Source: an optimization exercise on an open RTL-to-GDS flow (aim: small area and a short achievable clock period). Production flows keep margins and buffers that such runs may drop. Function was not checked in any run shown here: the RTL went through the layout flow alone. Power figures rest on the tool's default switching activity, not on a simulated workload.

==> design.v <==
module full_adder(input a,b,cin,
                  output sum,co);
assign sum=a^b^cin;
assign co=(a&b)|(b&cin)|(cin&a);
endmodule
module half_adder(input a,
                  input b,
                  output sum,
                  output carry);
assign sum=a^b;
assign carry=a&b;
endmodule
module half_adder_n(input a_n,
                    input b_n,
                    output sum_n,
                    output carry_n);
xnor2 x(a_n,b_n,sum_n);
or2 o(a_n,b_n,carry_n);
endmodule
module xnor2(input a,b, output y);
assign y=~(a^b);
endmodule
module or2(input a,b, output y);
assign y=a|b;
endmodule
module mux2_1(input h,s,en,clr,
              output d);
assign d=~clr&(en?s:h);
endmodule
module mul_16x16(input clk,
                 input [15:0]a,
                 input [15:0]b,
                 output [31:0]c);
reg [15:0]ra,rb;
reg [60:0]s2;      
reg [31:0]p3,p4;
wire pn0_0 = ~(ra[0] & rb[0]);    
wire pn0_1 = ~(ra[0] & rb[1]);    
wire pn0_2 = ~(ra[0] & rb[2]);    
wire pn0_3 = ~(ra[0] & rb[3]);    
wire pn0_4 = ~(ra[0] & rb[4]);    
wire pn0_5 = ~(ra[0] & rb[5]);    
wire pn0_6 = ~(ra[0] & rb[6]);    
wire pn0_7 = ~(ra[0] & rb[7]);    
wire pn0_8 = ~(ra[0] & rb[8]);    
wire pn0_9 = ~(ra[0] & rb[9]);    
wire pn0_10 = ~(ra[0] & rb[10]);    
wire pn0_11 = ~(ra[0] & rb[11]);    
wire pn0_12 = ~(ra[0] & rb[12]);    
wire pn0_13 = ~(ra[0] & rb[13]);    
wire pn0_14 = ~(ra[0] & rb[14]);    
wire pn0_15 = ~(ra[0] & rb[15]);    
wire pn1_0 = ~(ra[1] & rb[0]);    
wire pn1_1 = ~(ra[1] & rb[1]);    
wire pn1_2 = ~(ra[1] & rb[2]);    
wire pn1_3 = ~(ra[1] & rb[3]);    
wire pn1_4 = ~(ra[1] & rb[4]);    
wire pn1_5 = ~(ra[1] & rb[5]);    
wire pn1_6 = ~(ra[1] & rb[6]);    
wire pn1_7 = ~(ra[1] & rb[7]);    
wire pn1_8 = ~(ra[1] & rb[8]);    
wire pn1_9 = ~(ra[1] & rb[9]);    
wire pn1_10 = ~(ra[1] & rb[10]);    
wire pn1_11 = ~(ra[1] & rb[11]);    
wire pn1_12 = ~(ra[1] & rb[12]);    
wire pn1_13 = ~(ra[1] & rb[13]);    
wire pn1_14 = ~(ra[1] & rb[14]);    
wire pn1_15 = ~(ra[1] & rb[15]);    
wire pn2_0 = ~(ra[2] & rb[0]);    
wire pn2_1 = ~(ra[2] & rb[1]);    
wire pn2_2 = ~(ra[2] & rb[2]);    
wire pn2_3 = ~(ra[2] & rb[3]);    
wire pn2_4 = ~(ra[2] & rb[4]);    
wire pn2_5 = ~(ra[2] & rb[5]);    
wire pn2_6 = ~(ra[2] & rb[6]);    
wire pn2_7 = ~(ra[2] & rb[7]);    
wire pn2_8 = ~(ra[2] & rb[8]);    
wire pn2_9 = ~(ra[2] & rb[9]);    
wire pn2_10 = ~(ra[2] & rb[10]);    
wire pn2_11 = ~(ra[2] & rb[11]);    
wire pn2_12 = ~(ra[2] & rb[12]);    
wire pn2_13 = ~(ra[2] & rb[13]);    
wire pn2_14 = ~(ra[2] & rb[14]);    
wire pn2_15 = ~(ra[2] & rb[15]);    
wire pn3_0 = ~(ra[3] & rb[0]);    
wire pn3_1 = ~(ra[3] & rb[1]);    
wire pn3_2 = ~(ra[3] & rb[2]);    
wire pn3_3 = ~(ra[3] & rb[3]);    
wire pn3_4 = ~(ra[3] & rb[4]);    
wire pn3_5 = ~(ra[3] & rb[5]);    
wire pn3_6 = ~(ra[3] & rb[6]);    
wire pn3_7 = ~(ra[3] & rb[7]);    
wire pn3_8 = ~(ra[3] & rb[8]);    
wire pn3_9 = ~(ra[3] & rb[9]);    
wire pn3_10 = ~(ra[3] & rb[10]);    
wire pn3_11 = ~(ra[3] & rb[11]);    
wire pn3_12 = ~(ra[3] & rb[12]);    
wire pn3_13 = ~(ra[3] & rb[13]);    
wire pn3_14 = ~(ra[3] & rb[14]);    
wire pn3_15 = ~(ra[3] & rb[15]);    
wire pn4_0 = ~(ra[4] & rb[0]);    
wire pn4_1 = ~(ra[4] & rb[1]);    
wire pn4_2 = ~(ra[4] & rb[2]);    
wire pn4_3 = ~(ra[4] & rb[3]);    
wire pn4_4 = ~(ra[4] & rb[4]);    
wire pn4_5 = ~(ra[4] & rb[5]);    
wire pn4_6 = ~(ra[4] & rb[6]);    
wire pn4_7 = ~(ra[4] & rb[7]);    
wire pn4_8 = ~(ra[4] & rb[8]);    
wire pn4_9 = ~(ra[4] & rb[9]);    
wire pn4_10 = ~(ra[4] & rb[10]);    
wire pn4_11 = ~(ra[4] & rb[11]);    
wire pn4_12 = ~(ra[4] & rb[12]);    
wire pn4_13 = ~(ra[4] & rb[13]);    
wire pn4_14 = ~(ra[4] & rb[14]);    
wire pn4_15 = ~(ra[4] & rb[15]);    
wire pn5_0 = ~(ra[5] & rb[0]);    
wire pn5_1 = ~(ra[5] & rb[1]);    
wire pn5_2 = ~(ra[5] & rb[2]);    
wire pn5_3 = ~(ra[5] & rb[3]);    
wire pn5_4 = ~(ra[5] & rb[4]);    
wire pn5_5 = ~(ra[5] & rb[5]);    
wire pn5_6 = ~(ra[5] & rb[6]);    
wire pn5_7 = ~(ra[5] & rb[7]);    
wire pn5_8 = ~(ra[5] & rb[8]);    
wire pn5_9 = ~(ra[5] & rb[9]);    
wire pn5_10 = ~(ra[5] & rb[10]);    
wire pn5_11 = ~(ra[5] & rb[11]);    
wire pn5_12 = ~(ra[5] & rb[12]);    
wire pn5_13 = ~(ra[5] & rb[13]);    
wire pn5_14 = ~(ra[5] & rb[14]);    
wire pn5_15 = ~(ra[5] & rb[15]);    
wire pn6_0 = ~(ra[6] & rb[0]);    
wire pn6_1 = ~(ra[6] & rb[1]);    
wire pn6_2 = ~(ra[6] & rb[2]);    
wire pn6_3 = ~(ra[6] & rb[3]);    
wire pn6_4 = ~(ra[6] & rb[4]);    
wire pn6_5 = ~(ra[6] & rb[5]);    
wire pn6_6 = ~(ra[6] & rb[6]);    
wire pn6_7 = ~(ra[6] & rb[7]);    
wire pn6_8 = ~(ra[6] & rb[8]);    
wire pn6_9 = ~(ra[6] & rb[9]);    
wire pn6_10 = ~(ra[6] & rb[10]);    
wire pn6_11 = ~(ra[6] & rb[11]);    
wire pn6_12 = ~(ra[6] & rb[12]);    
wire pn6_13 = ~(ra[6] & rb[13]);    
wire pn6_14 = ~(ra[6] & rb[14]);    
wire pn6_15 = ~(ra[6] & rb[15]);    
wire pn7_0 = ~(ra[7] & rb[0]);    
wire pn7_1 = ~(ra[7] & rb[1]);    
wire pn7_2 = ~(ra[7] & rb[2]);    
wire pn7_3 = ~(ra[7] & rb[3]);    
wire pn7_4 = ~(ra[7] & rb[4]);    
wire pn7_5 = ~(ra[7] & rb[5]);    
wire pn7_6 = ~(ra[7] & rb[6]);    
wire pn7_7 = ~(ra[7] & rb[7]);    
wire pn7_8 = ~(ra[7] & rb[8]);    
wire pn7_9 = ~(ra[7] & rb[9]);    
wire pn7_10 = ~(ra[7] & rb[10]);    
wire pn7_11 = ~(ra[7] & rb[11]);    
wire pn7_12 = ~(ra[7] & rb[12]);    
wire pn7_13 = ~(ra[7] & rb[13]);    
wire pn7_14 = ~(ra[7] & rb[14]);    
wire pn7_15 = ~(ra[7] & rb[15]);    
wire pn8_0 = ~(ra[8] & rb[0]);    
wire pn8_1 = ~(ra[8] & rb[1]);    
wire pn8_2 = ~(ra[8] & rb[2]);    
wire pn8_3 = ~(ra[8] & rb[3]);    
wire pn8_4 = ~(ra[8] & rb[4]);    
wire pn8_5 = ~(ra[8] & rb[5]);    
wire pn8_6 = ~(ra[8] & rb[6]);    
wire pn8_7 = ~(ra[8] & rb[7]);    
wire pn8_8 = ~(ra[8] & rb[8]);    
wire pn8_9 = ~(ra[8] & rb[9]);    
wire pn8_10 = ~(ra[8] & rb[10]);    
wire pn8_11 = ~(ra[8] & rb[11]);    
wire pn8_12 = ~(ra[8] & rb[12]);    
wire pn8_13 = ~(ra[8] & rb[13]);    
wire pn8_14 = ~(ra[8] & rb[14]);    
wire pn8_15 = ~(ra[8] & rb[15]);    
wire pn9_0 = ~(ra[9] & rb[0]);    
wire pn9_1 = ~(ra[9] & rb[1]);    
wire pn9_2 = ~(ra[9] & rb[2]);    
wire pn9_3 = ~(ra[9] & rb[3]);    
wire pn9_4 = ~(ra[9] & rb[4]);    
wire pn9_5 = ~(ra[9] & rb[5]);    
wire pn9_6 = ~(ra[9] & rb[6]);    
wire pn9_7 = ~(ra[9] & rb[7]);    
wire pn9_8 = ~(ra[9] & rb[8]);    
wire pn9_9 = ~(ra[9] & rb[9]);    
wire pn9_10 = ~(ra[9] & rb[10]);    
wire pn9_11 = ~(ra[9] & rb[11]);    
wire pn9_12 = ~(ra[9] & rb[12]);    
wire pn9_13 = ~(ra[9] & rb[13]);    
wire pn9_14 = ~(ra[9] & rb[14]);    
wire pn9_15 = ~(ra[9] & rb[15]);    
wire pn10_0 = ~(ra[10] & rb[0]);    
wire pn10_1 = ~(ra[10] & rb[1]);    
wire pn10_2 = ~(ra[10] & rb[2]);    
wire pn10_3 = ~(ra[10] & rb[3]);    
wire pn10_4 = ~(ra[10] & rb[4]);    
wire pn10_5 = ~(ra[10] & rb[5]);    
wire pn10_6 = ~(ra[10] & rb[6]);    
wire pn10_7 = ~(ra[10] & rb[7]);    
wire pn10_8 = ~(ra[10] & rb[8]);    
wire pn10_9 = ~(ra[10] & rb[9]);    
wire pn10_10 = ~(ra[10] & rb[10]);    
wire pn10_11 = ~(ra[10] & rb[11]);    
wire pn10_12 = ~(ra[10] & rb[12]);    
wire pn10_13 = ~(ra[10] & rb[13]);    
wire pn10_14 = ~(ra[10] & rb[14]);    
wire pn10_15 = ~(ra[10] & rb[15]);    
wire pn11_0 = ~(ra[11] & rb[0]);    
wire pn11_1 = ~(ra[11] & rb[1]);    
wire pn11_2 = ~(ra[11] & rb[2]);    
wire pn11_3 = ~(ra[11] & rb[3]);    
wire pn11_4 = ~(ra[11] & rb[4]);    
wire pn11_5 = ~(ra[11] & rb[5]);    
wire pn11_6 = ~(ra[11] & rb[6]);    
wire pn11_7 = ~(ra[11] & rb[7]);    
wire pn11_8 = ~(ra[11] & rb[8]);    
wire pn11_9 = ~(ra[11] & rb[9]);    
wire pn11_10 = ~(ra[11] & rb[10]);    
wire pn11_11 = ~(ra[11] & rb[11]);    
wire pn11_12 = ~(ra[11] & rb[12]);    
wire pn11_13 = ~(ra[11] & rb[13]);    
wire pn11_14 = ~(ra[11] & rb[14]);    
wire pn11_15 = ~(ra[11] & rb[15]);    
wire pn12_0 = ~(ra[12] & rb[0]);    
wire pn12_1 = ~(ra[12] & rb[1]);    
wire pn12_2 = ~(ra[12] & rb[2]);    
wire pn12_3 = ~(ra[12] & rb[3]);    
wire pn12_4 = ~(ra[12] & rb[4]);    
wire pn12_5 = ~(ra[12] & rb[5]);    
wire pn12_6 = ~(ra[12] & rb[6]);    
wire pn12_7 = ~(ra[12] & rb[7]);    
wire pn12_8 = ~(ra[12] & rb[8]);    
wire pn12_9 = ~(ra[12] & rb[9]);    
wire pn12_10 = ~(ra[12] & rb[10]);    
wire pn12_11 = ~(ra[12] & rb[11]);    
wire pn12_12 = ~(ra[12] & rb[12]);    
wire pn12_13 = ~(ra[12] & rb[13]);    
wire pn12_14 = ~(ra[12] & rb[14]);    
wire pn12_15 = ~(ra[12] & rb[15]);    
wire pn13_0 = ~(ra[13] & rb[0]);    
wire pn13_1 = ~(ra[13] & rb[1]);    
wire pn13_2 = ~(ra[13] & rb[2]);    
wire pn13_3 = ~(ra[13] & rb[3]);    
wire pn13_4 = ~(ra[13] & rb[4]);    
wire pn13_5 = ~(ra[13] & rb[5]);    
wire pn13_6 = ~(ra[13] & rb[6]);    
wire pn13_7 = ~(ra[13] & rb[7]);    
wire pn13_8 = ~(ra[13] & rb[8]);    
wire pn13_9 = ~(ra[13] & rb[9]);    
wire pn13_10 = ~(ra[13] & rb[10]);    
wire pn13_11 = ~(ra[13] & rb[11]);    
wire pn13_12 = ~(ra[13] & rb[12]);    
wire pn13_13 = ~(ra[13] & rb[13]);    
wire pn13_14 = ~(ra[13] & rb[14]);    
wire pn13_15 = ~(ra[13] & rb[15]);    
wire pn14_0 = ~(ra[14] & rb[0]);    
wire pn14_1 = ~(ra[14] & rb[1]);    
wire pn14_2 = ~(ra[14] & rb[2]);    
wire pn14_3 = ~(ra[14] & rb[3]);    
wire pn14_4 = ~(ra[14] & rb[4]);    
wire pn14_5 = ~(ra[14] & rb[5]);    
wire pn14_6 = ~(ra[14] & rb[6]);    
wire pn14_7 = ~(ra[14] & rb[7]);    
wire pn14_8 = ~(ra[14] & rb[8]);    
wire pn14_9 = ~(ra[14] & rb[9]);    
wire pn14_10 = ~(ra[14] & rb[10]);    
wire pn14_11 = ~(ra[14] & rb[11]);    
wire pn14_12 = ~(ra[14] & rb[12]);    
wire pn14_13 = ~(ra[14] & rb[13]);    
wire pn14_14 = ~(ra[14] & rb[14]);    
wire pn14_15 = ~(ra[14] & rb[15]);    
wire pn15_0 = ~(ra[15] & rb[0]);    
wire pn15_1 = ~(ra[15] & rb[1]);    
wire pn15_2 = ~(ra[15] & rb[2]);    
wire pn15_3 = ~(ra[15] & rb[3]);    
wire pn15_4 = ~(ra[15] & rb[4]);    
wire pn15_5 = ~(ra[15] & rb[5]);    
wire pn15_6 = ~(ra[15] & rb[6]);    
wire pn15_7 = ~(ra[15] & rb[7]);    
wire pn15_8 = ~(ra[15] & rb[8]);    
wire pn15_9 = ~(ra[15] & rb[9]);    
wire pn15_10 = ~(ra[15] & rb[10]);    
wire pn15_11 = ~(ra[15] & rb[11]);    
wire pn15_12 = ~(ra[15] & rb[12]);    
wire pn15_13 = ~(ra[15] & rb[13]);    
wire pn15_14 = ~(ra[15] & rb[14]);    
wire pn15_15 = ~(ra[15] & rb[15]);    
wire s1, c2;
half_adder_n ha2(pn0_13, pn1_12, s1, c2);
wire s3, c4;
full_adder fa4(pn0_14, pn1_13, pn2_12, s3, c4);
wire s5, c6;
half_adder_n ha6(pn3_11, pn4_10, s5, c6);
wire s7, c8;
full_adder fa8(pn0_15, pn1_14, pn2_13, s7, c8);
wire s9, c10;
full_adder fa10(pn3_12, pn4_11, pn5_10, s9, c10);
wire s11, c12;
half_adder_n ha12(pn6_9, pn7_8, s11, c12);
wire s13, c14;
full_adder fa14(pn1_15, pn2_14, pn3_13, s13, c14);
wire s15, c16;
full_adder fa16(pn4_12, pn5_11, pn6_10, s15, c16);
wire s17, c18;
half_adder_n ha18(pn7_9, pn8_8, s17, c18);
wire s19, c20;
full_adder fa20(pn2_15, pn3_14, pn4_13, s19, c20);
wire s21, c22;
full_adder fa22(pn5_12, pn6_11, pn7_10, s21, c22);
wire s23, c24;
full_adder fa24(pn3_15, pn4_14, pn5_13, s23, c24);
wire s25, c26;
half_adder_n ha26(pn0_9, pn1_8, s25, c26);
wire s27, c28;
full_adder fa28(pn0_10, pn1_9, pn2_8, s27, c28);
wire s29, c30;
half_adder_n ha30(pn3_7, pn4_6, s29, c30);
wire s31, c32;
full_adder fa32(pn0_11, pn1_10, pn2_9, s31, c32);
wire s33, c34;
full_adder fa34(pn3_8, pn4_7, pn5_6, s33, c34);
wire s35, c36;
half_adder_n ha36(pn6_5, pn7_4, s35, c36);
wire s37, c38;
full_adder fa38(pn0_12, pn1_11, pn2_10, s37, c38);
wire s39, c40;
full_adder fa40(pn3_9, pn4_8, pn5_7, s39, c40);
wire s41, c42;
full_adder fa42(pn6_6, pn7_5, pn8_4, s41, c42);
wire s43, c44;
half_adder_n ha44(pn9_3, pn10_2, s43, c44);
wire s45, c46;
full_adder fa46(pn2_11, pn3_10, pn4_9, s45, c46);
wire s47, c48;
full_adder fa48(pn5_8, pn6_7, pn7_6, s47, c48);
wire s49, c50;
full_adder fa50(pn8_5, pn9_4, pn10_3, s49, c50);
wire s51, c52;
full_adder fa52(pn11_2, pn12_1, pn13_0, s51, c52);
wire s53, c54;
full_adder fa54(pn5_9, pn6_8, pn7_7, s53, c54);
wire s55, c56;
full_adder fa56(pn8_6, pn9_5, pn10_4, s55, c56);
wire s57, c58;
full_adder fa58(pn11_3, pn12_2, pn13_1, s57, c58);
wire s59, c60;
full_adder fa60(pn14_0, c2, s5, s59, c60);
wire s61, c62;
full_adder fa62(pn8_7, pn9_6, pn10_5, s61, c62);
wire s63, c64;
full_adder fa64(pn11_4, pn12_3, pn13_2, s63, c64);
wire s65, c66;
full_adder fa66(pn14_1, pn15_0, c6, s65, c66);
wire s67, c68;
full_adder fa68(s11, c4, s7, s67, c68);
wire s69, c70;
full_adder fa70(pn9_7, pn10_6, pn11_5, s69, c70);
wire s71, c72;
full_adder fa72(pn12_4, pn13_3, pn14_2, s71, c72);
wire s73, c74;
full_adder fa74(pn15_1, c12, s17, s73, c74);
wire s75, c76;
full_adder fa76(c8, c10, s13, s75, c76);
wire s77, c78;
full_adder fa78(pn8_9, pn9_8, pn10_7, s77, c78);
wire s79, c80;
full_adder fa80(pn11_6, pn12_5, pn13_4, s79, c80);
wire s81, c82;
full_adder fa82(pn14_3, pn15_2, c18, s81, c82);
wire s83, c84;
full_adder fa84(c14, c16, s19, s83, c84);
wire s85, c86;
full_adder fa86(pn6_12, pn7_11, pn8_10, s85, c86);
wire s87, c88;
full_adder fa88(pn9_9, pn10_8, pn11_7, s87, c88);
wire s89, c90;
full_adder fa90(pn12_6, pn13_5, pn14_4, s89, c90);
wire s91, c92;
full_adder fa92(pn15_3, c20, c22, s91, c92);
wire s93, c94;
full_adder fa94(pn4_15, pn5_14, pn6_13, s93, c94);
wire s95, c96;
full_adder fa96(pn7_12, pn8_11, pn9_10, s95, c96);
wire s97, c98;
full_adder fa98(pn10_9, pn11_8, pn12_7, s97, c98);
wire s99, c100;
full_adder fa100(pn13_6, pn14_5, pn15_4, s99, c100);
wire s101, c102;
full_adder fa102(pn5_15, pn6_14, pn7_13, s101, c102);
wire s103, c104;
full_adder fa104(pn8_12, pn9_11, pn10_10, s103, c104);
wire s105, c106;
full_adder fa106(pn11_9, pn12_8, pn13_7, s105, c106);
wire s107, c108;
full_adder fa108(pn6_15, pn7_14, pn8_13, s107, c108);
wire s109, c110;
full_adder fa110(pn9_12, pn10_11, pn11_10, s109, c110);
wire s111, c112;
full_adder fa112(pn7_15, pn8_14, pn9_13, s111, c112);
wire s113, c114;
half_adder_n ha114(pn0_6, pn1_5, s113, c114);
wire s115, c116;
full_adder fa116(pn0_7, pn1_6, pn2_5, s115, c116);
wire s117, c118;
half_adder_n ha118(pn3_4, pn4_3, s117, c118);
wire s119, c120;
full_adder fa120(pn0_8, pn1_7, pn2_6, s119, c120);
wire s121, c122;
full_adder fa122(pn3_5, pn4_4, pn5_3, s121, c122);
wire s123, c124;
half_adder_n ha124(pn6_2, pn7_1, s123, c124);
wire s125, c126;
full_adder fa126(pn2_7, pn3_6, pn4_5, s125, c126);
wire s127, c128;
full_adder fa128(pn5_4, pn6_3, pn7_2, s127, c128);
wire s129, c130;
full_adder fa130(pn8_1, pn9_0, s25, s129, c130);
wire s131, c132;
full_adder fa132(pn5_5, pn6_4, pn7_3, s131, c132);
wire s133, c134;
full_adder fa134(pn8_2, pn9_1, pn10_0, s133, c134);
wire s135, c136;
full_adder fa136(c26, s29, s27, s135, c136);
wire s137, c138;
full_adder fa138(pn8_3, pn9_2, pn10_1, s137, c138);
wire s139, c140;
full_adder fa140(pn11_0, c30, s35, s139, c140);
wire s141, c142;
full_adder fa142(c28, s31, s33, s141, c142);
wire s143, c144;
full_adder fa144(pn11_1, pn12_0, c36, s143, c144);
wire s145, c146;
full_adder fa146(s43, c32, c34, s145, c146);
wire s147, c148;
full_adder fa148(s37, s39, s41, s147, c148);
wire s149, c150;
full_adder fa150(c44, s1, c38, s149, c150);
wire s151, c152;
full_adder fa152(c40, c42, s45, s151, c152);
wire s153, c154;
full_adder fa154(s47, s49, s51, s153, c154);
wire s155, c156;
full_adder fa156(c46, c48, c50, s155, c156);
wire s157, c158;
full_adder fa158(c52, s53, s55, s157, c158);
wire s159, c160;
full_adder fa160(s57, s3, s59, s159, c160);
wire s161, c162;
full_adder fa162(c54, c56, c58, s161, c162);
wire s163, c164;
full_adder fa164(s61, s63, s9, s163, c164);
wire s165, c166;
full_adder fa166(c60, s65, s67, s165, c166);
wire s167, c168;
full_adder fa168(c62, c64, s69, s167, c168);
wire s169, c170;
full_adder fa170(s71, s15, c66, s169, c170);
wire s171, c172;
full_adder fa172(s73, c68, s75, s171, c172);
wire s173, c174;
full_adder fa174(c70, c72, s77, s173, c174);
wire s175, c176;
full_adder fa176(s79, s21, c74, s175, c176);
wire s177, c178;
full_adder fa178(s81, c76, s83, s177, c178);
wire s179, c180;
full_adder fa180(c78, c80, s85, s179, c180);
wire s181, c182;
full_adder fa182(s87, s89, s23, s181, c182);
wire s183, c184;
full_adder fa184(c82, c84, s91, s183, c184);
wire s185, c186;
full_adder fa186(c86, c88, c90, s185, c186);
wire s187, c188;
full_adder fa188(s93, s95, s97, s187, c188);
wire s189, c190;
full_adder fa190(s99, c24, c92, s189, c190);
wire s191, c192;
full_adder fa192(pn14_6, pn15_5, c94, s191, c192);
wire s193, c194;
full_adder fa194(c96, c98, c100, s193, c194);
wire s195, c196;
full_adder fa196(s101, s103, s105, s195, c196);
wire s197, c198;
full_adder fa198(pn12_9, pn13_8, pn14_7, s197, c198);
wire s199, c200;
full_adder fa200(pn15_6, c102, c104, s199, c200);
wire s201, c202;
full_adder fa202(c106, s107, s109, s201, c202);
wire s203, c204;
full_adder fa204(pn10_12, pn11_11, pn12_10, s203, c204);
wire s205, c206;
full_adder fa206(pn13_9, pn14_8, pn15_7, s205, c206);
wire s207, c208;
full_adder fa208(c108, c110, s111, s207, c208);
wire s209, c210;
full_adder fa210(pn8_15, pn9_14, pn10_13, s209, c210);
wire s211, c212;
full_adder fa212(pn11_12, pn12_11, pn13_10, s211, c212);
wire s213, c214;
full_adder fa214(pn14_9, pn15_8, c112, s213, c214);
wire s215, c216;
full_adder fa216(pn9_15, pn10_14, pn11_13, s215, c216);
wire s217, c218;
full_adder fa218(pn12_12, pn13_11, pn14_10, s217, c218);
wire s219, c220;
full_adder fa220(pn10_15, pn11_14, pn12_13, s219, c220);
wire s221, c222;
half_adder_n ha222(pn0_4, pn1_3, s221, c222);
wire s223, c224;
full_adder fa224(pn0_5, pn1_4, pn2_3, s223, c224);
wire s225, c226;
half_adder_n ha226(pn3_2, pn4_1, s225, c226);
wire s227, c228;
full_adder fa228(pn2_4, pn3_3, pn4_2, s227, c228);
wire s229, c230;
full_adder fa230(pn5_1, pn6_0, s113, s229, c230);
wire s231, c232;
full_adder fa232(pn5_2, pn6_1, pn7_0, s231, c232);
wire s233, c234;
full_adder fa234(c114, s117, s115, s233, c234);
wire s235, c236;
full_adder fa236(pn8_0, c118, s123, s235, c236);
wire s237, c238;
full_adder fa238(c116, s119, s121, s237, c238);
wire s239, c240;
full_adder fa240(c124, c120, c122, s239, c240);
wire s241, c242;
full_adder fa242(s125, s127, s129, s241, c242);
wire s243, c244;
full_adder fa244(c126, c128, s131, s243, c244);
wire s245, c246;
full_adder fa246(s133, c130, s135, s245, c246);
wire s247, c248;
full_adder fa248(c132, c134, s137, s247, c248);
wire s249, c250;
full_adder fa250(s139, c136, s141, s249, c250);
wire s251, c252;
full_adder fa252(c138, c140, s143, s251, c252);
wire s253, c254;
full_adder fa254(c142, s145, s147, s253, c254);
wire s255, c256;
full_adder fa256(c144, c146, c148, s255, c256);
wire s257, c258;
full_adder fa258(s149, s151, s153, s257, c258);
wire s259, c260;
full_adder fa260(c150, c152, c154, s259, c260);
wire s261, c262;
full_adder fa262(s155, s157, s159, s261, c262);
wire s263, c264;
full_adder fa264(c156, c158, s161, s263, c264);
wire s265, c266;
full_adder fa266(s163, c160, s165, s265, c266);
wire s267, c268;
full_adder fa268(c162, c164, s167, s267, c268);
wire s269, c270;
full_adder fa270(s169, c166, s171, s269, c270);
wire s271, c272;
full_adder fa272(c168, s173, c170, s271, c272);
wire s273, c274;
full_adder fa274(s175, c172, s177, s273, c274);
wire s275, c276;
full_adder fa276(c174, s179, s181, s275, c276);
wire s277, c278;
full_adder fa278(c176, c178, s183, s277, c278);
wire s279, c280;
full_adder fa280(c180, c182, s185, s279, c280);
wire s281, c282;
full_adder fa282(s187, c184, s189, s281, c282);
wire s283, c284;
full_adder fa284(c186, c188, s191, s283, c284);
wire s285, c286;
full_adder fa286(s193, s195, c190, s285, c286);
wire s287, c288;
full_adder fa288(s197, c192, c194, s287, c288);
wire s289, c290;
full_adder fa290(c196, s199, s201, s289, c290);
wire s291, c292;
full_adder fa292(c198, s203, s205, s291, c292);
wire s293, c294;
full_adder fa294(c200, c202, s207, s293, c294);
wire s295, c296;
full_adder fa296(c204, c206, s209, s295, c296);
wire s297, c298;
full_adder fa298(s211, c208, s213, s297, c298);
wire s299, c300;
full_adder fa300(pn15_9, c210, c212, s299, c300);
wire s301, c302;
full_adder fa302(s215, s217, c214, s301, c302);
wire s303, c304;
full_adder fa304(pn13_12, pn14_11, pn15_10, s303, c304);
wire s305, c306;
full_adder fa306(c216, c218, s219, s305, c306);
wire s307, c308;
full_adder fa308(pn11_15, pn12_14, pn13_13, s307, c308);
wire s309, c310;
full_adder fa310(pn14_12, pn15_11, c220, s309, c310);
wire s311, c312;
full_adder fa312(pn12_15, pn13_14, pn14_13, s311, c312);
wire s313, c314;
half_adder_n ha314(pn0_3, pn1_2, s313, c314);
wire s315, c316;
full_adder fa316(pn2_2, pn3_1, pn4_0, s315, c316);
wire s317, c318;
full_adder fa318(pn5_0, c222, s225, s317, c318);
wire s319, c320;
full_adder fa320(c226, c224, s227, s319, c320);
wire s321, c322;
full_adder fa322(c228, s231, c230, s321, c322);
wire s323, c324;
full_adder fa324(c232, s235, c234, s323, c324);
wire s325, c326;
full_adder fa326(c236, c238, s239, s325, c326);
wire s327, c328;
full_adder fa328(c240, s243, c242, s327, c328);
wire s329, c330;
full_adder fa330(c244, s247, c246, s329, c330);
wire s331, c332;
full_adder fa332(c248, s251, c250, s331, c332);
wire s333, c334;
full_adder fa334(c252, c254, s255, s333, c334);
wire s335, c336;
full_adder fa336(c256, c258, s259, s335, c336);
wire s337, c338;
full_adder fa338(c260, s263, c262, s337, c338);
wire s339, c340;
full_adder fa340(c264, s267, c266, s339, c340);
wire s341, c342;
full_adder fa342(c268, s271, c270, s341, c342);
wire s343, c344;
full_adder fa344(s275, c272, c274, s343, c344);
wire s345, c346;
full_adder fa346(c276, s279, c278, s345, c346);
wire s347, c348;
full_adder fa348(c280, s283, c282, s347, c348);
wire s349, c350;
full_adder fa350(c284, s287, s289, s349, c350);
wire s351, c352;
full_adder fa352(s291, c288, c290, s351, c352);
wire s353, c354;
full_adder fa354(c292, s295, c294, s353, c354);
wire s355, c356;
full_adder fa356(c296, s299, c298, s355, c356);
wire s357, c358;
full_adder fa358(s303, c300, s305, s357, c358);
wire s359, c360;
full_adder fa360(c304, s307, c306, s359, c360);
wire s361, c362;
full_adder fa362(pn15_12, c308, s311, s361, c362);
wire s363, c364;
full_adder fa364(pn13_15, pn14_14, pn15_13, s363, c364);
wire s365, c366;
half_adder_n ha366(pn0_2, pn1_1, s365, c366);
wire s367, c368;
full_adder fa368(pn2_1, pn3_0, s313, s367, c368);
wire s369, c370;
full_adder fa370(c314, s221, s315, s369, c370);
wire s371, c372;
full_adder fa372(c316, s223, s317, s371, c372);
wire s373, c374;
full_adder fa374(c318, s229, s319, s373, c374);
wire s375, c376;
full_adder fa376(c320, s233, s321, s375, c376);
wire s377, c378;
full_adder fa378(s237, c322, s323, s377, c378);
wire s379, c380;
full_adder fa380(s241, c324, s325, s379, c380);
wire s381, c382;
full_adder fa382(c326, s245, s327, s381, c382);
wire s383, c384;
full_adder fa384(s249, c328, s329, s383, c384);
wire s385, c386;
full_adder fa386(s253, c330, s331, s385, c386);
wire s387, c388;
full_adder fa388(s257, c332, s333, s387, c388);
wire s389, c390;
full_adder fa390(s261, c334, s335, s389, c390);
wire s391, c392;
full_adder fa392(c336, s265, s337, s391, c392);
wire s393, c394;
full_adder fa394(s269, c338, s339, s393, c394);
wire s395, c396;
full_adder fa396(s273, c340, s341, s395, c396);
wire s397, c398;
full_adder fa398(s277, c342, s343, s397, c398);
wire s399, c400;
full_adder fa400(s281, c344, s345, s399, c400);
wire s401, c402;
full_adder fa402(s285, c346, s347, s401, c402);
wire s403, c404;
full_adder fa404(s349, c286, c348, s403, c404);
wire s405, c406;
full_adder fa406(s293, c350, s351, s405, c406);
wire s407, c408;
full_adder fa408(s297, c352, s353, s407, c408);
wire s409, c410;
full_adder fa410(s301, c354, s355, s409, c410);
wire s411, c412;
full_adder fa412(s357, c302, c356, s411, c412);
wire s413, c414;
full_adder fa414(s309, c358, s359, s413, c414);
wire s415, c416;
full_adder fa416(s361, c310, c360, s415, c416);
wire s417, c418;
full_adder fa418(s363, c312, c362, s417, c418);
wire s419, c420;
full_adder fa420(pn14_15, pn15_14, c364, s419, c420);
wire [60:0]s2_d;
assign s2_d[0] = pn0_0;    
assign s2_d[1] = pn0_1;    
assign s2_d[2] = pn1_0;    
assign s2_d[3] = s365;    
assign s2_d[4] = pn2_0;    
assign s2_d[5] = c366;    
assign s2_d[6] = s367;    
assign s2_d[7] = c368;    
assign s2_d[8] = s369;    
assign s2_d[9] = c370;    
assign s2_d[10] = s371;    
assign s2_d[11] = c372;    
assign s2_d[12] = s373;    
assign s2_d[13] = c374;    
assign s2_d[14] = s375;    
assign s2_d[15] = c376;    
assign s2_d[16] = s377;    
assign s2_d[17] = c378;    
assign s2_d[18] = s379;    
assign s2_d[19] = c380;    
assign s2_d[20] = s381;    
assign s2_d[21] = c382;    
assign s2_d[22] = s383;    
assign s2_d[23] = c384;    
assign s2_d[24] = s385;    
assign s2_d[25] = c386;    
assign s2_d[26] = s387;    
assign s2_d[27] = c388;    
assign s2_d[28] = s389;    
assign s2_d[29] = c390;    
assign s2_d[30] = s391;    
assign s2_d[31] = c392;    
assign s2_d[32] = s393;    
assign s2_d[33] = c394;    
assign s2_d[34] = s395;    
assign s2_d[35] = c396;    
assign s2_d[36] = s397;    
assign s2_d[37] = c398;    
assign s2_d[38] = s399;    
assign s2_d[39] = c400;    
assign s2_d[40] = s401;    
assign s2_d[41] = c402;    
assign s2_d[42] = s403;    
assign s2_d[43] = c404;    
assign s2_d[44] = s405;    
assign s2_d[45] = c406;    
assign s2_d[46] = s407;    
assign s2_d[47] = c408;    
assign s2_d[48] = s409;    
assign s2_d[49] = c410;    
assign s2_d[50] = s411;    
assign s2_d[51] = c412;    
assign s2_d[52] = s413;    
assign s2_d[53] = c414;    
assign s2_d[54] = s415;    
assign s2_d[55] = c416;    
assign s2_d[56] = s417;    
assign s2_d[57] = c418;    
assign s2_d[58] = s419;    
assign s2_d[59] = c420;    
assign s2_d[60] = pn15_15;    
wire [31:0]x3 = {1'b1, s2[59], s2[57], s2[55], s2[53], s2[51], s2[49], s2[47], s2[45], s2[43], s2[41], s2[39], s2[37], s2[35], s2[33], s2[31], s2[29], s2[27], s2[25], s2[23], s2[21], s2[19], s2[17], s2[15], s2[13], s2[11], s2[9], s2[7], s2[5], s2[3], s2[1], s2[0]};
wire [31:0]y3 = {1'b1, s2[60], s2[58], s2[56], s2[54], s2[52], s2[50], s2[48], s2[46], s2[44], s2[42], s2[40], s2[38], s2[36], s2[34], s2[32], s2[30], s2[28], s2[26], s2[24], s2[22], s2[20], s2[18], s2[16], s2[14], s2[12], s2[10], s2[8], s2[6], s2[4], s2[2], 1'b1};
always @(posedge clk)
 begin
  ra<=a;
  rb<=b;
  s2<=s2_d;
  p3<=~(x3+y3+32'd1);    
  p4<=p3;
 end
assign c=p4;
endmodule
module accumulator(input clk,en,clr,
                   input [31:0]a,
                   output [39:0]c);
reg [39:0]acc;
wire [39:0]sum=acc+{8'b0,a};
wire [39:0]d;
genvar i;
generate
 for (i=0;i<40;i=i+1)
  begin : sel
   mux2_1 m(acc[i],sum[i],en,clr,d[i]);
  end
endgenerate
always @(posedge clk)
  acc <= d;
assign c = acc;
endmodule
module mac_unit(input clk,en,clr,
                input [15:0]a,b,
                output [39:0]c);
wire [31:0]temp1;
mul_16x16 m1(clk,a,b,temp1);
accumulator a1(clk,en,clr,temp1,c);
endmodule
==> flow/run.sh <==
#!/bin/bash
# The standard layout (standard.sh), with these changes:
#  - the port buffers are chosen here (flow/ports.tcl, run before global placement):
#    buf_1 on the inputs, buf_2 on the outputs, and the accumulator flip-flops
#    that drive the outputs sized to dfxtp_2;
#  - setup repair aims for 9.85 ns of slack at the design's clock period.
# ORFS writes each step's full log under orfs/logs/; make's own output goes to standard.log.
export DONT_BUFFER_PORTS=1
export PRE_GLOBAL_PLACE_TCL=$PWD/flow/ports.tcl
export SETUP_SLACK_MARGIN=9.85
bash standard.sh > standard.log 2>&1
==> flow/ports.tcl <==
# Port buffers (in place of ORFS's buffer_ports call), and the output flip-flops' size.
buffer_ports -inputs -buffer_cell sky130_fd_sc_hd__buf_1
buffer_ports -outputs -buffer_cell sky130_fd_sc_hd__buf_2
foreach inst [get_cells {a1.acc*}] {
  replace_cell $inst sky130_fd_sc_hd__dfxtp_2
}
==> standard.sh <==
#!/bin/bash
# synth_recipe.tcl (not shown) runs the flow's synth.tcl, then flattens the netlist and writes it again
# the make line also repeats each setting of config.mk as NAME=value (left out here)
make -C /OpenROAD-flow-scripts/flow DESIGN_CONFIG=/design/flow/config.mk WORK_HOME=/design/flow/orfs CLKGATE_MAP_FILE= SYNTH_SCRIPT=/design/flow/synth_recipe.tcl "${@:-finish}"
==> config.mk <==
export PLATFORM = sky130hd
export DESIGN_NAME = mac_unit
export DESIGN_NICKNAME = mac_unit
export VERILOG_FILES = /design/flow/design.v
export SDC_FILE = /design/flow/constraint.sdc
export NUM_CORES = 4
export LEC_CHECK = 0
export CAP_MARGIN = 20
export CORE_MARGIN = 2
export CORE_UTILIZATION = 40
export CTS_BUF_LIST = sky130_fd_sc_hd__clkbuf_8
export SLEW_MARGIN = 20
export SYNTH_HIERARCHICAL = 1
export SYNTH_MINIMUM_KEEP_SIZE = 0
==> constraint.sdc <==
create_clock -name core_clock -period 13.5 [get_ports {clk}]
set_input_delay 2.7000 -clock core_clock [delete_from_list [all_inputs] [get_ports {clk}]]
set_output_delay 2.7000 -clock core_clock [all_outputs]
set_load 0.01 [all_outputs]
==> results.sh, run 1 <==
export IMPL_rsz0062_at_grt="yes"
export IMPL_start_kind="flop"
export IMPL_criticalPathCategory="reg -> out"
export IMPL_antenna_found_initial=0
export IMPL_powerDensity_nw_per_um2=219
export IMPL_grt_pass1_vias=9553
export IMPL_ys_seq_area_frac=0.293
export IMPL_critPathMaxFanout=6
export IMPL_path_clk_slew_ns=0.12
export IMPL_crit_path_end_kind="output pin"
export IMPL_firstDrtPassIters=6
export IMPL_tightest_slew_ns=0.759
export IMPL_fmax_mhz=277
export IMPL_overflow=0
export IMPL_die_w_microns=187
export IMPL_status="finished clean"
export IMPL_synth_area_sq_um=13400
export IMPL_setup_slack_ns=9.89
export IMPL_grt_usage=0.184
export IMPL_io_pin_count=75
export IMPL_placementRows=67
export IMPL_slew_headroom=0.488
export IMPL_maxCapViolCount=0
export IMPL_vias=9127
export IMPL_grt_pass1_wl_microns=50900
export IMPL_reg2reg_from="m1.ra[5]"
export IMPL_place_inst=1705
export IMPL_synth_edf_count=0
export IMPL_place_port_buffers=74
export IMPL_die_y_microns=187
export IMPL_synth_seq_cells=197
export IMPL_coreArea_sq_um=33300
export IMPL_gp_congestion=0.859
export IMPL_ys_types=68
export IMPL_syn_to_final_growth_pct=6.24
export IMPL_wl_per_cell_microns=17.7
export IMPL_wirelength_microns=30700
export IMPL_synth_top_flop_cell="dfxtp_1"
export IMPL_cts_root_buf="clkbuf_8"
export IMPL_hp_start="m1.p3[8]"
export IMPL_cts_tree="yes"
export IMPL_clock_latency_ns=0.50
export IMPL_min_period_ns=3.61
export IMPL_fp_dieArea_sq_um=35100
export IMPL_start_util=0.404
export IMPL_crit_arrival_ns=0.91
export IMPL_ant_nets=0
export IMPL_drcViolationCount=0
export IMPL_yosys_warnings=8
export IMPL_cts_hold_buf=0
export IMPL_htreeDepth=4
export IMPL_drt_vias_per_instance=5.25
export IMPL_fin_cells=1737
export IMPL_cts_buffer_depth=2
export IMPL_drive_gt1_frac=0.0900
export IMPL_required_ns=10.80
export IMPL_syn_nets=1629
export IMPL_grt_max_degree=41
export IMPL_skew_ns=0.0213
export IMPL_avgSynthCellArea_sq_um=10.1
export IMPL_synthArstFlopShare=0
export IMPL_first_iter_violations=622
export IMPL_post_place_ws_ns=9.63
export IMPL_place_hpwl_microns=22800
export IMPL_hp_class="reg -> reg"
export IMPL_num_antenna_cells=0
export IMPL_finalMaxSlewViolations=0
export IMPL_tns_ns=0
export IMPL_cts_sinks=197
export IMPL_ir_worst_vdd_v=0.0000853
export IMPL_fin_nets=1570
export IMPL_cts_buffers=17
export IMPL_power_leakage_uw=0.00554
export IMPL_critPathLaunch="a1.acc[32]"
export IMPL_hold_viol=0
export IMPL_finalSetupViolations=0
export IMPL_final_period_utilization=0.267
export IMPL_synthCells=1335
## synth_stat cells, types with 3 or more instances
library cell	count	area (sq um)
a211oi_1	3	22.5
a21o_1	36	270
a21o_2	3	26.3
a21oi_1	62	310
a31oi_1	12	75.1
and3_1	4	25.0
clkbuf_1	76	285
dfxtp_1	197	3940
fa_1	197	3940
ha_1	62	776
inv_1	21	78.8
mux2i_1	40	400
nand2_1	301	1130
nand2b_1	5	31.3
nand3_1	15	75.1
nand3b_1	3	22.5
nand4_1	9	56.3
nor2_1	75	282
nor2b_1	3	18.8
nor3_1	9	45.0
o211ai_1	7	52.6
o21a_1	7	52.6
o21ai_0	26	130
o21ai_1	6	30.0
o21bai_1	8	60.1
o22ai_1	4	25.0
o31ai_1	3	22.5
or2_1	15	93.8
or3_1	4	25.0
xnor2_1	50	438
xor2_1	24	210
## cell usage in the layout, fill, tap and decap left out, drive strengths merged, types with 4 or more instances in the layout
cell / n
or2: 16
o21ai: 32
dfxtp: 197
clkbuf: 18
a211oi: 5
and3: 4
nand3: 15
clkinv: 9
nor3b: 4
o211ai: 7
nand2b: 5
nand4: 9
a21oi: 63
nand2: 301
a31oi: 13
nor2: 75
a21o: 39
nor3: 9
inv: 26
fa: 197
o22ai: 4
xnor2: 50
xor2: 24
or3: 4
o21a: 7
o21bai: 8
ha: 62
mux2i: 40
## logic make-up after synthesis
group                      count (synthesis)  share of synthesized area
and+or+nand+nor                          454                      0.141
adders and majority gates                259                      0.351
AOI/OAI and AO/OA                        211                      0.107
DFF                                      197                      0.293
buffers and inverters                     99                     0.0283
xor gates and xnor gates                  74                     0.0482
muxes                                     41                     0.0306
## flip-flops by register name, indices dropped and copies added (netlist names)
name	cells
m1.ra	16
m1.p3	32
m1.s2	61
a1.acc	40
m1.p4	32
m1.rb	16
## per-module statistics from Yosys, one instance, submodules excluded, excerpt
module,cell area (sq um),copies in the design
accumulator,2680,1
full_adder,20.0,195
mul_16x16,6080,1
mux2_1,13.8,40
or2,6.26,15
xnor2,8.76,15
## metrics by stage
step,area [sq um],utilization,hold slack [ns],power (uW)
finish,14300,0.429,0.332,3130
global route,14300,0.429,0.327,3440
CTS,14200,0.427,0.330,3150
detailed placement,13700,0.413,0.312,2740
global placement,13700,0.413,0.312,2700
floorplan,13400,-,0.310,2330
## report_power, final
part           total (uW)  internal, uW  switching, uW  leakage [uW]
Combinational        1790           775           1010       0.00365
Sequential            950           814            136       0.00167
Clock                 396           148            248      0.000212
## worst paths after layout
path	slack [ns]	cells after the start	to
worst max register to register	9.98	7	m1.s2[38]
worst min-delay path	0.33	0	m1.p4[8]
worst max-delay path	9.89	0	c[32]
worst min register to register	0.33	0	m1.p4[8]
## layer usage
| metal | up-vias | GRT usage | routed length [microns] |
|---|---|---|---|
| li1 | 4295 | - | - |
| met1 | 4502 | 0.246 | 14100 |
| met2 | 295 | 0.297 | 14000 |
| met3 | 35 | 0.0465 | 2130 |
| met4 | 0 | 0.0488 | 431 |
| met5 | - | 0 | 0 |
## cell type report
type,instances,area (sq um)
inverter,21,78.8
clock buffer,18,248
fill,3152,19000
clock inverter,14,180
sequential,197,4100
multi-input combinational,1039,9110
tap,448,561
## timing repair
| action | 4_1_cts | 5_1_grt |
|---|---|---|
| setup endpoints to repair | 19 | 29 |
| setup buffers | 0 | 0 |
| gates cloned | 0 | 0 |
| resized for setup | 30 | 25 |
==> inputs of run 2 (changes only) <==
==> flow/run.sh (replaced) <==
#!/bin/bash
# The standard layout (standard.sh), with these changes:
#  - every port gets a buf_1 buffer (ORFS's buffer_ports with -buffer_cell);
#  - before the resize step (flow/sizes.tcl) the output buffers become buf_2 and the
#    accumulator flip-flops that drive them dfxtp_2;
#  - setup repair aims for 9.70 ns of slack at the design's clock period, and
#    does not remove buffers (so every port keeps its buffer).
# ORFS writes each step's full log under orfs/logs/; make's own output goes to standard.log.
export BUFFER_PORTS_ARGS="-buffer_cell sky130_fd_sc_hd__buf_1"
export PRE_RESIZE_TCL=$PWD/flow/sizes.tcl
export SETUP_SLACK_MARGIN=9.70
export SKIP_BUFFER_REMOVAL=1
bash standard.sh > standard.log 2>&1
==> flow/sizes.tcl (new file) <==
# Sizes of the output buffers (made by buffer_ports, named output*) and of the
# accumulator flip-flops that drive them.
foreach inst [get_cells {output*}] {
  replace_cell $inst sky130_fd_sc_hd__buf_2
}
foreach inst [get_cells {a1.acc*}] {
  replace_cell $inst sky130_fd_sc_hd__dfxtp_2
}
--- a/config.mk
+++ b/config.mk
@@ -10,3 +10,5 @@
 export CORE_UTILIZATION = 40
-export CTS_BUF_LIST = sky130_fd_sc_hd__clkbuf_8
+export CTS_BUF_LIST = sky130_fd_sc_hd__clkbuf_16
+export CTS_CLUSTER_DIAMETER = 200
+export CTS_CLUSTER_SIZE = 40
 export SLEW_MARGIN = 20
removed: flow/ports.tcl
==> results.sh, run 2 <==
export IMPL_tightest_slew_ns=0.913
export IMPL_largest_reg_flops=61
export IMPL_r2r_slack_ns=9.79
export IMPL_setup_worst_path_end="m1.s2[36]"
export IMPL_wirelength_microns=30800
export IMPL_placementRows=67
export IMPL_path_cells="nand2_1, fa_1, fa_1, fa_1, fa_1, fa_1"
export IMPL_coreArea_sq_um=33300
export IMPL_min_period_ns=3.71
export IMPL_ys_types=68
export IMPL_fin_cells=1812
export IMPL_crit_arrival_ns=4.03
export IMPL_maxCapViolCount=0
export IMPL_required_ns=13.82
export IMPL_drt_vias_per_instance=5.22
export IMPL_tns_ns=0
export IMPL_yosysTopAreaCell="dfxtp_1"
export IMPL_clock_latency_ns=0.45
export IMPL_ant_nets=0
export IMPL_gp_congestion=0.874
export IMPL_first_iter_violations=664
export IMPL_syn_nets=1629
export IMPL_start_util=0.404
export IMPL_fp_dieArea_sq_um=35100
export IMPL_drcViolationCount=0
export IMPL_ys_seq_area_frac=0.293
export IMPL_place_port_buffers=74
export IMPL_criticalPathCategory="reg -> reg"
export IMPL_wl_per_cell_microns=17.0
export IMPL_ys_top_cells_by_area="dfxtp_1 (29%), fa_1 (29%), nand2_1 (8.4%)"
export IMPL_reg2reg_from="m1.rb[6]"
export IMPL_vias=9455
export IMPL_crit_top_cell="fa_1"
export IMPL_synth_edf_count=0
export IMPL_synth_area_sq_um=13400
export IMPL_cts_hold_buf=0
export IMPL_critPathSlowestCell="dfxtp_1"
export IMPL_hold_viol=0
export IMPL_max_flop_register="m1.s2"
export IMPL_place_inst=1780
export IMPL_avgSynthCellArea_sq_um=10.1
export IMPL_synth_common_cells="nand2_1 (301), dfxtp_1 (197), fa_1 (197), clkbuf_1 (76), nor2_1 (75)"
export IMPL_cts_tree="yes"
export IMPL_top_regs="m1.s2 x61, a1.acc x40"
export IMPL_finalMaxSlewViolations=0
export IMPL_fmax_mhz=270
export IMPL_critPathMaxStageDelay_ns=0.82
export IMPL_final_common_cell="nand2_1"
export IMPL_critPathMaxFanout=16
export IMPL_critPathLaunch="m1.rb[6]"
export IMPL_status="finished clean"
export IMPL_fin_nets=1645
export IMPL_slew_headroom=0.391
export IMPL_cts_buffer_depth=2
export IMPL_grt_usage=0.184
export IMPL_power_leakage_uw=0.00589
export IMPL_cts_root_buf="clkbuf_16"
export IMPL_path_clk_slew_ns=0.08
export IMPL_firstDrtPassIters=5
export IMPL_powerDensity_nw_per_um2=226
export IMPL_start_kind="flop"
export IMPL_num_antenna_cells=0
export IMPL_synth_top_flop_cell="dfxtp_1"
export IMPL_yosys_warnings=8
export IMPL_worstRegToRegCells=6
export IMPL_ir_worst_vdd_v=0.000114
export IMPL_die_w_microns=187
export IMPL_syn_to_final_growth_pct=9.83
export IMPL_grt_pass1_vias=9969
export IMPL_drive_gt1_frac=0.109
export IMPL_hp_class="reg -> reg"
export IMPL_cts_sinks=197
export IMPL_mostFrequentLayoutCells="nand2_1 (301), fa_1 (197), dfxtp_1 (138), nor2_1 (75)"
export IMPL_die_y_microns=187
export IMPL_overflow=0
export IMPL_skew_ns=0.0123
export IMPL_htreeDepth=4
export IMPL_rsz0062_at_grt="no"
export IMPL_io_pin_count=75
export IMPL_synth_most_common_cell="nand2_1"
export IMPL_synth_seq_cells=197
export IMPL_finalSetupViolations=0
export IMPL_cts_buffers=17
export IMPL_antenna_found_initial=0
export IMPL_crit_path_end_kind="flop"
export IMPL_place_hpwl_microns=22700
export IMPL_r2r_end="m1.s2[36]"
export IMPL_final_period_utilization=0.275
export IMPL_synthCells=1335
export IMPL_synthArstFlopShare=0
export IMPL_fillCellCount=3159
export IMPL_grt_pass1_wl_microns=51600
export IMPL_grt_max_degree=41
export IMPL_synth_top_area_share=0.293
-- run 2: logic make-up (layout without fill, tap and decap cells) --
group                    count (synthesis)  count (layout)  synth area share
AO/OA/AOI/OAI                          211             211             0.107
XOR/XNOR                                74              74            0.0482
adder cells (fa/ha/maj)                259             259             0.351
buffers and inverters                   99             128            0.0283
flip-flops                             197             197             0.293
multiplexers                            41              41            0.0306
AND/OR/NAND/NOR                        454             454             0.141
-- run 2: final cells by class --
class	instances	area, sq um	area share
Clock buffer	17	425	0.0288
Tap cell	448	561	0.0380
Inverter	21	78.8	0.00534
Multi-Input combinational cell	1039	9110	0.617
Sequential cell	197	4020	0.272
Clock inverter	15	225	0.0153
Timing Repair Buffer	75	338	0.0229
-- run 2: modules after synthesis (local to each module, per instance), excerpt --
| module | cells | times used | flops+latches |
|---|---|---|---|
| accumulator | 303 | 1 | 40 |
| mul_16x16 | 727 | 1 | 157 |
| full_adder | 1 | 195 | 0 |
| or2 | 1 | 15 | 0 |
| mux2_1 | 2 | 40 | 0 |
| xnor2 | 1 | 15 | 0 |
-- run 2: worst max-delay path, delay by kind of cell, from the launching register on --
kind                     cells  cell delay (ns)
flip-flops                   1             0.82
adder cells (fa/ha/maj)      5             2.57
AND/OR/NAND/NOR              1             0.19
-- run 2: how the worst min path moves through the flow --
stage	start	end	slack [ns]	cells past startpoint
2_1_floorplan	m1.p3[0]	m1.p4[0]	0.31	0
6_report	m1.p3[14]	m1.p4[14]	0.33	0
4_1_cts	m1.p3[23]	m1.p4[23]	0.33	0
5_1_grt	m1.p3[21]	m1.p4[21]	0.34	0
3_3_place_gp	m1.p3[28]	m1.p4[28]	0.31	0
3_5_place_dp	m1.p3[28]	m1.p4[28]	0.31	0
-- run 2: what timing repair did --
item	4_1_cts	5_1_grt
buffers inserted	0	0
resized for setup	7	12
gates cloned	0	0
setup endpoints to repair	12	14
-- run 2: where the power goes --
part | total [uW] | leakage [uW] | switching (uW) | internal (uW)
sequential | 924 | 0.00167 | 111 | 813
clock | 549 | 0.000310 | 285 | 264
combinational | 1860 | 0.00391 | 1060 | 805
-- run 2: metal layers --
| layer | GRT usage | part of all wire | up-vias |
|---|---|---|---|
| met5 | 0 | 0 | - |
| met4 | 0.0537 | 0.023 | 0 |
| met3 | 0.0460 | 0.064 | 46 |
| met2 | 0.291 | 0.46 | 306 |
| met1 | 0.251 | 0.45 | 4666 |
| li1 | - | - | 4437 |
-- run 2: metrics by stage --
step	power, uW	utilization	setup WS, ns	hold slack, ns	area, sq um
final	3330	0.443	9.79	0.329	14800
after global routing	3650	0.443	9.70	0.335	14800
after CTS	3360	0.443	9.68	0.333	14700
after detailed placement	2780	0.423	9.57	0.312	14100
after global placement	2740	0.420	9.66	0.311	14000
after floorplan	2330	-	9.87	0.310	13400
==> inputs of run 3 (changes only) <==
--- a/config.mk
+++ b/config.mk
@@ -11,4 +11,2 @@
 export CTS_BUF_LIST = sky130_fd_sc_hd__clkbuf_16
-export CTS_CLUSTER_DIAMETER = 200
-export CTS_CLUSTER_SIZE = 40
 export SLEW_MARGIN = 20
==> results.sh, run 3 <==
export IMPL_slew_headroom=0.391
export IMPL_htreeDepth=4
export IMPL_cts_buffers=17
export IMPL_cts_hold_buf=0
export IMPL_finalMaxSlewViolations=0
export IMPL_num_antenna_cells=0
export IMPL_synth_top_area_share=0.293
export IMPL_cts_buffer_depth=2
export IMPL_drcViolationCount=0
export IMPL_crit_arrival_ns=4.03
export IMPL_powerDensity_nw_per_um2=226
export IMPL_crit_path_end_kind="flop"
export IMPL_fmax_mhz=270
export IMPL_power_share_sequential=0.277
export IMPL_path_clk_slew_ns=0.08
export IMPL_drive_gt1_frac=0.109
export IMPL_placementRows=67
export IMPL_ir_worst_vdd_v=0.000114
export IMPL_cts_sinks=197
export IMPL_fin_total_pwr_uw=3330
export IMPL_first_iter_violations=664
export IMPL_vias=9455
export IMPL_fin_cells=1812
export IMPL_criticalPathCategory="reg -> reg"
export IMPL_synthCells=1335
export IMPL_grt_pass1_vias=9969
export IMPL_yosysTopAreaCell="dfxtp_1"
export IMPL_cts_tree="yes"
export IMPL_clockPowerShare=0.165
export IMPL_postCtsSetupRepairBufs=0
export IMPL_antenna_found_initial=0
export IMPL_grt_pass1_wl_microns=51600
export IMPL_syn_to_final_growth_pct=9.83
export IMPL_switchingPower_uw=1450
export IMPL_power_frac_comb=0.558
export IMPL_power_leakage_uw=0.00589
export IMPL_drt_vias_per_instance=5.22
export IMPL_finalSetupViolations=0
export IMPL_avgSynthCellArea_sq_um=10.1
export IMPL_synth_top_flop_cell="dfxtp_1"
export IMPL_cts_resized=7
export IMPL_clock_latency_ns=0.45
export IMPL_timing_hold_ws_ns=0.329
export IMPL_final_period_utilization=0.275
export IMPL_grt_usage=0.184
export IMPL_p_int_uw=1880
export IMPL_synthArstFlopShare=0
export IMPL_yosys_warnings=8
export IMPL_place_inst=1780
export IMPL_grt_max_degree=41
export IMPL_coreArea_sq_um=33300
export IMPL_largest_reg_flops=61
export IMPL_wl_per_cell_microns=17.0
export IMPL_required_ns=13.82
export IMPL_min_period_ns=3.71
export IMPL_synth_common_cells="nand2_1 (301), dfxtp_1 (197), fa_1 (197), clkbuf_1 (76), nor2_1 (75)"
export IMPL_overflow=0
export IMPL_cts_root_buf="clkbuf_16"
export IMPL_place_port_buffers=74
export IMPL_synth_edf_count=0
export IMPL_die_w_microns=187
export IMPL_syn_nets=1629
export IMPL_max_flop_register="m1.s2"
export IMPL_die_y_microns=187
export IMPL_maxCapViolCount=0
export IMPL_tns_ns=0
export IMPL_tightest_slew_ns=0.913
export IMPL_start_kind="flop"
export IMPL_firstDrtPassIters=5
export IMPL_top_regs="m1.s2 x61, a1.acc x40"
export IMPL_place_hpwl_microns=22700
export IMPL_ys_types=68
export IMPL_ys_top_cells_by_area="dfxtp_1 (29%), fa_1 (29%), nand2_1 (8.4%)"
export IMPL_wirelength_microns=30800
export IMPL_ys_seq_area_frac=0.293
export IMPL_synth_seq_cells=197
export IMPL_gp_congestion=0.874
export IMPL_hp_class="reg -> reg"
export IMPL_start_util=0.404
export IMPL_io_pin_count=75
export IMPL_synth_most_common_cell="nand2_1"
export IMPL_fillCellCount=3159
export IMPL_skew_ns=0.0123
export IMPL_hold_viol=0
export IMPL_status="finished clean"
export IMPL_critPathMaxFanout=16
export IMPL_rsz0062_at_grt="no"
export IMPL_ant_nets=0
export IMPL_synth_area_sq_um=13400
export IMPL_switching_share=0.435
export IMPL_mostFrequentLayoutCells="nand2_1 (301), fa_1 (197), dfxtp_1 (138), nor2_1 (75)"
export IMPL_fp_dieArea_sq_um=35100
export IMPL_fin_nets=1645
export IMPL_final_common_cell="nand2_1"
==> run 3: cell counts after synthesis <==
Identical to the previous run, type by type.
==> run 3: modules after synthesis (local to each module, per instance), excerpt <==
module | cells inside | cell area [sq um]
or2 | 1 | 6.26
mul_16x16 | 727 | 6080
accumulator | 303 | 2680
mux2_1 | 2 | 13.8
xnor2 | 1 | 8.76
full_adder | 1 | 20.0
==> run 3: logic make-up (layout without fill, tap and decap cells) <==
group,count (synthesis),after routing,share of synthesized area
AO/OA/AOI/OAI,211,211,0.107
multiplexers,41,41,0.0306
buffers and inverters,99,128,0.0283
flip-flops,197,197,0.293
AND/OR/NAND/NOR,454,454,0.141
adder cells (fa/ha/maj),259,259,0.351
XOR/XNOR,74,74,0.0482
==> run 3: critical path: stages (launching register included) <==
cell	delay, ns
dfxtp_1	0.82
nand2_1	0.19
fa_1	0.56
fa_1	0.57
fa_1	0.47
fa_1	0.57
fa_1	0.40
==> run 3: final timing paths <==
kind             start  depth (start not counted)  slack, ns   endpoint
min          m1.p3[14]                          0       0.33  m1.p4[14]
max           m1.rb[6]                          6       9.79  m1.s2[36]
max reg2reg   m1.rb[6]                          6       9.79  m1.s2[36]
min reg2reg  m1.p3[14]                          0       0.33  m1.p4[14]
==> run 3: layout make-up <==
cell class / instances / area, sq um / area share
multi-input cells: 1039 / 9110 / 0.617
clock buffers: 17 / 425 / 0.0288
repair buffers: 75 / 338 / 0.0229
clock inverters: 15 / 225 / 0.0153
flip-flops and latches: 197 / 4020 / 0.272
inverters: 21 / 78.8 / 0.00534
well taps: 448 / 561 / 0.0380
==> run 3: metal layers <==
layer | up-vias | routed length (microns) | share of wire | track usage
li1 | 4437 | - | - | -
met1 | 4666 | 14000 | 0.45 | 0.251
met2 | 306 | 14100 | 0.46 | 0.291
met3 | 46 | 1970 | 0.064 | 0.0460
met4 | 0 | 699 | 0.023 | 0.0537
met5 | - | 0 | 0 | 0
==> run 3: power by group through the flow <==
stage	Clock [uW]	Sequential [uW]	Combinational [uW]
after CTS	569	925	1860
after detailed placement	0	937	1850
final	549	924	1860
after global placement	0	928	1810
after floorplan	0	887	1440
after global routing	594	947	2110
==> run 3: stage by stage <==
| step | setup WS [ns] | utilization | area [sq um] |
|---|---|---|---|
| 6_report | 9.79 | 0.443 | 14800 |
| 3_5_place_dp | 9.57 | 0.423 | 14100 |
| 4_1_cts | 9.68 | 0.443 | 14700 |
| 3_3_place_gp | 9.66 | 0.420 | 14000 |
| 2_1_floorplan | 9.87 | - | 13400 |
| 5_1_grt | 9.70 | 0.443 | 14800 |

## port drivers added, routing unchanged
Ports are ideal in the flow. The routed layouts listed here were re-timed in OpenROAD. Step 1 assumes that a clkbuf_16 drives the clock port and a buf_2 every other input. Step 2 adds t to the input delays and takes it off the output delays; t is the mean of the earliest and latest rising clock arrival at the registers after step 1. Input paths then give back, and output paths get back, about the clock's delay inside the block. Three values: ideal ports, drivers, drivers and shift; two values: the first two.
run	shift t [ns]	setup WS [ns]	cell pins on the clock port's net
run 1	0.530	9.892 / 9.847 / 9.467	1
run 2	0.488	9.791 / 9.779 / 9.626	1
run 3	0.488	9.791 / 9.779 / 9.626	1
After both steps every run listed still meets setup and hold. For run 1, which loses most, drivers alone change the setup slack by -0.045 ns; drivers and shift together by -0.425 ns.
